Source: an optimization exercise on an open RTL-to-GDS flow (aim: small area). Production flows keep margins and buffers that such runs may drop.
In this exercise RTL edits were held to simulation tests only and were not proved equivalent to the original.
In this run the design's own scripts or RTL, not TritonCTS, make the clock network.
No driver is modelled on the clock port, so clock power and skew are understated where the tree is cut down; a real chip needs a root buffer or a tree.
Power and IR drop assume default switching activity.

<file path="design/flow/flow/abc_Q.script">
&get -n
&st
&dch
&nf -R 1000 -C 32 -F 8 -A 8
&put
</file>
<file path="design/flow/flow/onebuf.tcl">
# Clock tree of one buffer: the clk port drives one sky130_fd_sc_hd__buf_12,
# placed at the centre of the clock sinks, which drives every clock sink.
set block [ord::get_db_block]
set clk_net [[$block findBTerm clk] getNet]
set sinks [$clk_net getITerms]
set master [[ord::get_db] findMaster sky130_fd_sc_hd__buf_12]
set buf [odb::dbInst_create $block $master clkbuf_0_clk]
set leaf [odb::dbNet_create $block clknet_0_clk]
$leaf setSigType CLOCK
$clk_net setSigType CLOCK
set sx 0; set sy 0; set n 0
foreach it $sinks {
  set inst [$it getInst]
  set loc [$inst getLocation]
  incr sx [lindex $loc 0]; incr sy [lindex $loc 1]; incr n
  $it disconnect
  $it connect $leaf
}
[$buf findITerm A] connect $clk_net
[$buf findITerm X] connect $leaf
$buf setLocation [expr {$sx / $n}] [expr {$sy / $n}]
$buf setPlacementStatus PLACED
global_connect
set_propagated_clock [all_clocks]
puts "onebuf: buf_12 drives $n clock sinks"
</file>
<file path="design/flow/flow/abc_O.script">
&get -n
&st
&dch
&nf -R 1000 -Q 10
&put
</file>
<file path="design/flow/flow/abc_B5.script">
&get -n
&st
&syn2
&dch
&nf -R 1000 -p -E 10
&put
</file>
<file path="design/flow/flow/abc_P.script">
&get -n
&st
&dch
&nf -R 1000 -E 10
&put
</file>
<file path="design/flow/flow/run.sh">
#!/bin/bash
# Own layout flow: the standard ORFS flow (standard.sh) with these changes.
#  1. Technology mapping: synthesis is run once with each area-oriented ABC script
#     flow/abc_*.script in place of ORFS's delay-oriented one (the rest of synthesis
#     is unchanged, so the registers keep the standard synthesis's names and cell
#     types), and the layout is made from the one with the smallest cell area.
#  2. Ports are buffered with sky130_fd_sc_hd__buf_1 (every port still gets a buffer).
#  3. flow/cts_args.txt, if present, gives clock_tree_synthesis's arguments.
#  4. If flow/onebuf.tcl exists, it replaces clock_tree_synthesis: the clock tree is one
#     clock buffer that drives every register (the rest of the CTS step is unchanged).
# Each tool run's output goes to a log file of its own in this folder.
set -euo pipefail
here=$(pwd)
# keep every temporary file (Yosys/ABC make them) inside the work folder
mkdir -p "$here/tmp"
export TMPDIR="$here/tmp"
common=("BUFFER_PORTS_ARGS=-buffer_cell sky130_fd_sc_hd__buf_1")
if [[ -f "$here/flow/cts_args.txt" ]]; then
  common+=("CTS_ARGS=$(tr '\n' ' ' < "$here/flow/cts_args.txt")")
fi
best=""; best_area=""
for f in "$here"/flow/abc_*.script; do
  name=$(basename "$f" .script)
  rm -rf "$here/scripts_$name" "$here/try_$name"
  cp -r "$FLOW_HOME/scripts" "$here/scripts_$name"
  cp "$f" "$here/scripts_$name/abc_speed.script"
  if [[ -f "$here/flow/onebuf.tcl" ]]; then
    sed -i "s|^log_cmd clock_tree_synthesis .*|source $here/flow/onebuf.tcl|" "$here/scripts_$name/cts.tcl"
  fi
  if bash standard.sh "${common[@]}" SCRIPTS_DIR="$here/scripts_$name" WORK_HOME="$here/try_$name" synth \
      > "$here/synth_$name.log" 2>&1; then
    area=$(awk '/Chip area for module/ {print $NF}' "$here/try_$name"/reports/*/Digital_clock/base/synth_stat.txt | tail -1)
    echo "$name $area" >> "$here/synth_areas.log"
    if [[ -n "$area" ]] && { [[ -z "$best" ]] || awk -v a="$area" -v b="$best_area" 'BEGIN{exit !(a < b)}'; }; then
      best=$name; best_area=$area
    fi
  fi
done
echo "chosen $best $best_area" >> "$here/synth_areas.log"
bash standard.sh "${common[@]}" SCRIPTS_DIR="$here/scripts_$best" finish > "$here/layout.log" 2>&1
</file>
<file path="design/flow/flow/abc_M.script">
&get -n
&st
&dc2
&dch -f
&nf -R 1000 -p
&put
</file>
<file path="design/flow/design.v">
`timescale 1ns / 1ps
module Digital_clock(input clk, reset, input [1:0] en, output reg [6:0] segments, output reg [3:0] anode);
reg [3:0] p;
reg [1:0] s;
reg [5:0] q;
reg [3:0] su, mu;
reg [2:0] st, mt;
wire ph4 = p[3] & p[2] & p[1];
wire ph9 = p[3] & ~p[2] & ~p[1];
wire en50 = ph9 & (~s[1] & s[0]);
wire t0 = en50 & (q[4] & q[3] & ~q[2] & ~q[1] & ~q[0]);
wire t1 = t0 & (su[3] & su[2] & ~su[1]);
wire t2 = t1 & (~st[2] & st[0]);
wire t3 = t2 & (mu[3] & mu[2] & ~mu[1]);
always @(posedge clk, posedge reset) begin
    if (reset) begin
        p <= 4'd0; s <= 2'd1; q <= 6'd0; su <= 4'd0; mu <= 4'd0; st <= 3'd0; mt <= 3'd0;
    end else begin
        p[0] <= (~p[3] & ~p[2]) | (~p[1] & p[0]) | (p[3] & p[2] & p[1]);
        p[1] <= p[0];
        p[2] <= p[1];
        p[3] <= p[2];
        s[0] <= ph4 ? (s[1]) : s[0];
        s[1] <= ph4 ? (~s[0]) : s[1];
        q[0] <= en50 ? (~q[0]) : q[0];
        q[1] <= q[1] ^ (en50 & ((~q[5] & q[0]) | (~q[4] & q[0])));
        q[2] <= q[2] ^ (en50 & (q[1] & q[0]));
        q[3] <= q[3] ^ (en50 & (q[2] & q[1] & q[0]));
        q[4] <= q[4] ^ (en50 & ((q[5] & q[4] & q[0]) | (q[3] & q[2] & q[1] & q[0])));
        q[5] <= q[5] ^ (en50 & ((q[5] & q[4] & q[0]) | (q[4] & q[3] & q[2] & q[1] & q[0])));
        su[0] <= su[0] ^ (t0 & ((su[3] & ~su[1]) | (su[3] & su[2])));
        su[1] <= t0 ? (~su[0]) : su[1];
        su[2] <= t0 ? (su[1]) : su[2];
        su[3] <= t0 ? (~su[2]) : su[3];
        st[0] <= t1 ? (st[2]) : st[0];
        st[1] <= t1 ? (~st[0]) : st[1];
        st[2] <= t1 ? (st[1]) : st[2];
        mu[0] <= mu[0] ^ (t2 & ((mu[3] & ~mu[1]) | (mu[3] & mu[2])));
        mu[1] <= t2 ? (~mu[0]) : mu[1];
        mu[2] <= t2 ? (mu[1]) : mu[2];
        mu[3] <= t2 ? (~mu[2]) : mu[3];
        mt[0] <= t3 ? (mt[2]) : mt[0];
        mt[1] <= t3 ? (~mt[0]) : mt[1];
        mt[2] <= t3 ? (mt[1]) : mt[2];
    end
end
reg [3:0] d;
always @(*) begin
    case (s)
        2'd1: begin anode = 4'b1110; d = su; end
        2'd0: begin anode = 4'b1101; d = {1'b0, st[2], st[1], st[0]}; end
        2'd2: begin anode = 4'b1011; d = mu; end
        2'd3: begin anode = 4'b0111; d = {1'b0, mt[2], mt[1], mt[0]}; end
        default: begin anode = 4'b1110; d = su; end
    endcase
    segments[0] = ~d[2] & ~d[0];
    segments[1] = (d[3] & ~d[0]) | (~d[3] & d[1]);
    segments[2] = (~d[3] & d[0]) | (d[3] & ~d[2] & ~d[0]) | (~d[2] & d[1] & ~d[0]) | (d[2] & d[0]);
    segments[3] = (~d[3] & d[2] & ~d[1]) | (d[3] & ~d[2] & ~d[0]) | (~d[2] & d[1] & ~d[0]);
    segments[4] = d[2] & ~d[0];
    segments[5] = ~d[2] & ~d[1] & d[0];
    segments[6] = (~d[2] & d[1] & ~d[0]) | (~d[3] & d[2] & ~d[1]);
end
endmodule
</file>
<file path="design/flow/config.mk">
export PLATFORM = sky130hd
export DESIGN_NAME = Digital_clock
export DESIGN_NICKNAME = Digital_clock
export VERILOG_FILES = /design/flow/design.v
export SDC_FILE = /design/flow/constraint.sdc
export NUM_CORES = 4
export LEC_CHECK = 0
export CAP_MARGIN = 0
export CORE_AREA = 3 3 61 61
export DIE_AREA = 0 0 64 64
export PLACE_DENSITY = 0.9
export SLEW_MARGIN = 0
</file>
<file path="design/flow/flow/abc_N.script">
&get -n
&st
&dch -f
&nf -R 1000
&put
</file>
<file path="design/flow/flow/abc_B8.script">
&get -n
&st
&syn2
&if -K 4 -a
&mfs
&st
&dch
&nf -R 1000 -p
&put
</file>
<file path="design/flow/flow/abc_B.script">
&get -n
&st
&syn2
&dch
&nf -R 1000 -p
&put
</file>
<file path="design/flow/flow/abc_B6.script">
&get -n
&st
&syn2
&dch
&nf -R 1000
&put
</file>
<file path="design/flow/flow/abc_A.script">
&get -n
&st
&dch
&nf -R 1000
&put
</file>
<file path="design/flow/constraint.sdc">
create_clock -name core_clock -period 10.0 [get_ports {clk}]
set_input_delay 2.0000 -clock core_clock [delete_from_list [all_inputs] [get_ports {clk}]]
set_output_delay 2.0000 -clock core_clock [all_outputs]
set_load 0.01 [all_outputs]
</file>
<file path="design/flow/standard.sh">
#!/bin/bash
# synth_recipe.tcl (not shown) runs the flow's synth.tcl, then flattens the netlist and writes it again
# the make line also repeats each setting of config.mk as NAME=value (left out here)
make -C /OpenROAD-flow-scripts/flow DESIGN_CONFIG=/design/flow/config.mk WORK_HOME=/design/flow/orfs CLKGATE_MAP_FILE= SYNTH_SCRIPT=/design/flow/synth_recipe.tcl "${@:-finish}"
</file>
==> qor.yml <==
num_rows: 20
totalWireLength_um: 1960
vias: 836
clockPowerShare_pct: 28.0
grt_pass1_wl_um: 3640
antenna_found_initial: 0
drive_above_1_share_pct: 1.61
grt_max_degree: 27
timing.final.hold_violations: 0
fmax_mhz: 263
netlist_area_mm2: 0.00112
wl_per_cell_um: 11.7
sw_frac_of_total_pct: 18.3
viasPerCell: 4.98
r2r.worst_path.cells: 7
synth.largest_area_cell: "dfrtp_1"
power_frac_comb_pct: 1.4
power.density_mw_per_mm2: 120
ys_top_cells_by_count: "dfrtp_1 (25), nand2_1 (17), nor2_1 (12)"
clkTransAtPathRegs_ps: 100
cp-end-kind: "primary output"
area_growth_pct: 10.7
hp-class: "flop to flop"
ys_types: 27
synth_edf_count: 0
postCtsHoldBufs: 0
final_cell_area_mm2: 0.00124
final-setup-viol-count: 0
timing.final.max_slew_violations: 0
syn-instance-count: 111
cap_violations: 0
pin_count: 15
coreArea_mm2: 0.00313
postRouteAntennaNets: 0
firstDrtPassIters: 4
track_usage_pct: 10.4
period_minus_slack_ps: 3800
cts_resized: 0
critPathArrivalTime_ps: 1800
postPlaceCellArea_mm2: 0.00122
synth.net_count: 115
worst_clock_skew_ps: 2.21
whs_path_depth: 0
ys_seq_area_share_pct: 58.1
yosysMostFrequentCell: "dfrtp_1"
critPathRequiredTime_ps: 8000
die_w_um: 64
crit_type: "flop to primary output"
overflow: 0
synth_flop_cell: "dfrtp_1"
hpwl_um: 1520
die_h_um: 64
worstMarginPinSlew_ps: 904
period_share_pct: 38.0
status: "finished clean"
clkLatencyLatePin_ps: 130
port-buffer-count: 12
setup_tns_ps: 0
synth_warnings: 1
peakVddDrop_uv: 52.7
seqPwrFrac_pct: 70.6
drt_iter0_markers: 32
dieArea_mm2: 0.00410
leakagePower_nw: 0.561
drcViolationCount: 0
rsz0062_at_grt: "false"
place.gp.congestion: 0.879
synth_area_leaders: "dfrtp_1 (56%), nand2_1 (5.7%), mux2_1 (5.0%)"
synthArstFlopShare_pct: 100
synth_seq_cells: 26
grt_pass1_vias: 809
crit_fanout: 6
syn_area_per_cell_um2: 10.1
internal_power_w: 0.000122
initial_utilization_pct: 35.8
synth.top_cell.area_share_pct: 55.8
p_sw_w: 0.0000273
antenna_cells: 0
fin_nets: 130
cts_setup_buffers: 0
slew-limit-headroom_pct: 39.4
cp-start-kind: "flop"
metrics by stage:
| step | hold slack, ps | std cells | total power (W) | utilization, % | worst slack (ps) |
|---|---|---|---|---|---|
| after floorplan | 361 | 111 | 0.000109 | - | 6460 |
| after global placement | 370 | 167 | 0.000109 | 39.0 | 6390 |
| after detailed placement | 366 | 167 | 0.000109 | 39.0 | 6370 |
| after CTS | 390 | 168 | 0.000151 | 39.7 | 6200 |
| after global routing | 411 | 168 | 0.000156 | 39.7 | 5920 |
| final | 389 | 168 | 0.000149 | 39.7 | 6200 |
cells by family (layout without fill, tap and decap cells):
kind of cell | after synthesis | in the layout | share of synthesized area, %
AND/OR/NAND/NOR | 43 | 43 | 17.9
AO/OA/AOI/OAI | 27 | 27 | 13.8
flip-flops | 26 | 26 | 58.1
buffers and inverters | 6 | 19 | 2.01
multiplexers | 5 | 5 | 5.02
XOR/XNOR | 4 | 4 | 3.13
worst max-delay path, cell delays in order, from the launching register on:
cell and delay (ps):
dfstp_2 580, nand2b_1 150, o22ai_1 230, nor2_1 120, nor2_1 200, o21ai_0 150, nand2_1 100, buf_1 150
final timing paths:
path                                       start                 to  slack (ps)
worst min register to register    p[0]$_DFF_PP0_     p[1]$_DFF_PP0_         390
min in group asynchronous                  reset     q[5]$_DFF_PP0_        1910
worst max register to register  s[0]$_DFFE_PP1P_  mt[2]$_DFFE_PP0P_        6670
worst min-delay path              p[0]$_DFF_PP0_     p[1]$_DFF_PP0_         390
worst max-delay path            s[0]$_DFFE_PP1P_        segments[2]        6200
max in group asynchronous                  reset  mu[2]$_DFFE_PP0P_        7670
power by group through the flow:
stage,clock network (W),logic [W],registers (W)
CTS,0.0000435,0.00000231,0.000105
detailed placement,0,0.00000228,0.000107
finish,0.0000416,0.00000209,0.000105
floorplan,0,0.00000156,0.000107
global route,0.0000484,0.00000257,0.000105
global placement,0,0.00000219,0.000107
layout by cell type, fill, tap and decap left out, drive strengths merged, types with 2 or more instances in the layout:
master / n
buf: 13
o21ai: 9
a21oi: 6
nand2b: 2
nor2: 12
a31oi: 3
dfrtp: 25
xor2: 2
nor4: 2
mux2: 5
xnor2: 2
nand2: 17
clkinv: 6
o22ai: 6
layer usage:
metal	track usage [%]	share of wire, %	vias up
met3	1.23	3.1	2
met2	18.3	48	10
met5	0	0	-
met4	0.809	0.51	0
met1	14.1	49	406
li1	-	-	418
area by class of cell:
cell class	instances	area (um^2)
flip-flops and latches	26	652
inverters	6	22.5
fillers	305	1890
multi-input cells	79	447
repair buffers	12	45.0
well taps	44	55.1
plain buffers	1	20.0
state kept, by name, summed over array words and instances (netlist names):
signal	cells
mt	3
mu	4
p	4
q	6
s	2
st	3
su	4

==> what the ideal ports hide <==
In the flow no input, the clock included, has a driving cell. The finished layout below was timed again as built, in two steps. Step 1 sets driving cells, clkbuf_16 on the clock port and buf_2 on the other inputs (assumed; they add their load-dependent delay and slew). Step 2 times the ports against the registers' clock, not the clock port: input delays grow and output delays shrink by t, the midpoint of the rising clock arrivals with the driver on. Three values: no drivers, after step 1, after step 2; two values: the first two.
shift t [ns]: 0.161
setup WS [ns]: 6.198 / 6.168 / 6.329
hold slack, ns: 0.389 / 0.389 / 0.389
clock arrival spread, ns: 0.002 / 0.002
After both steps this run still meets setup and hold. For this run, drivers alone change the setup slack by -0.030 ns; drivers and shift together by +0.131 ns.
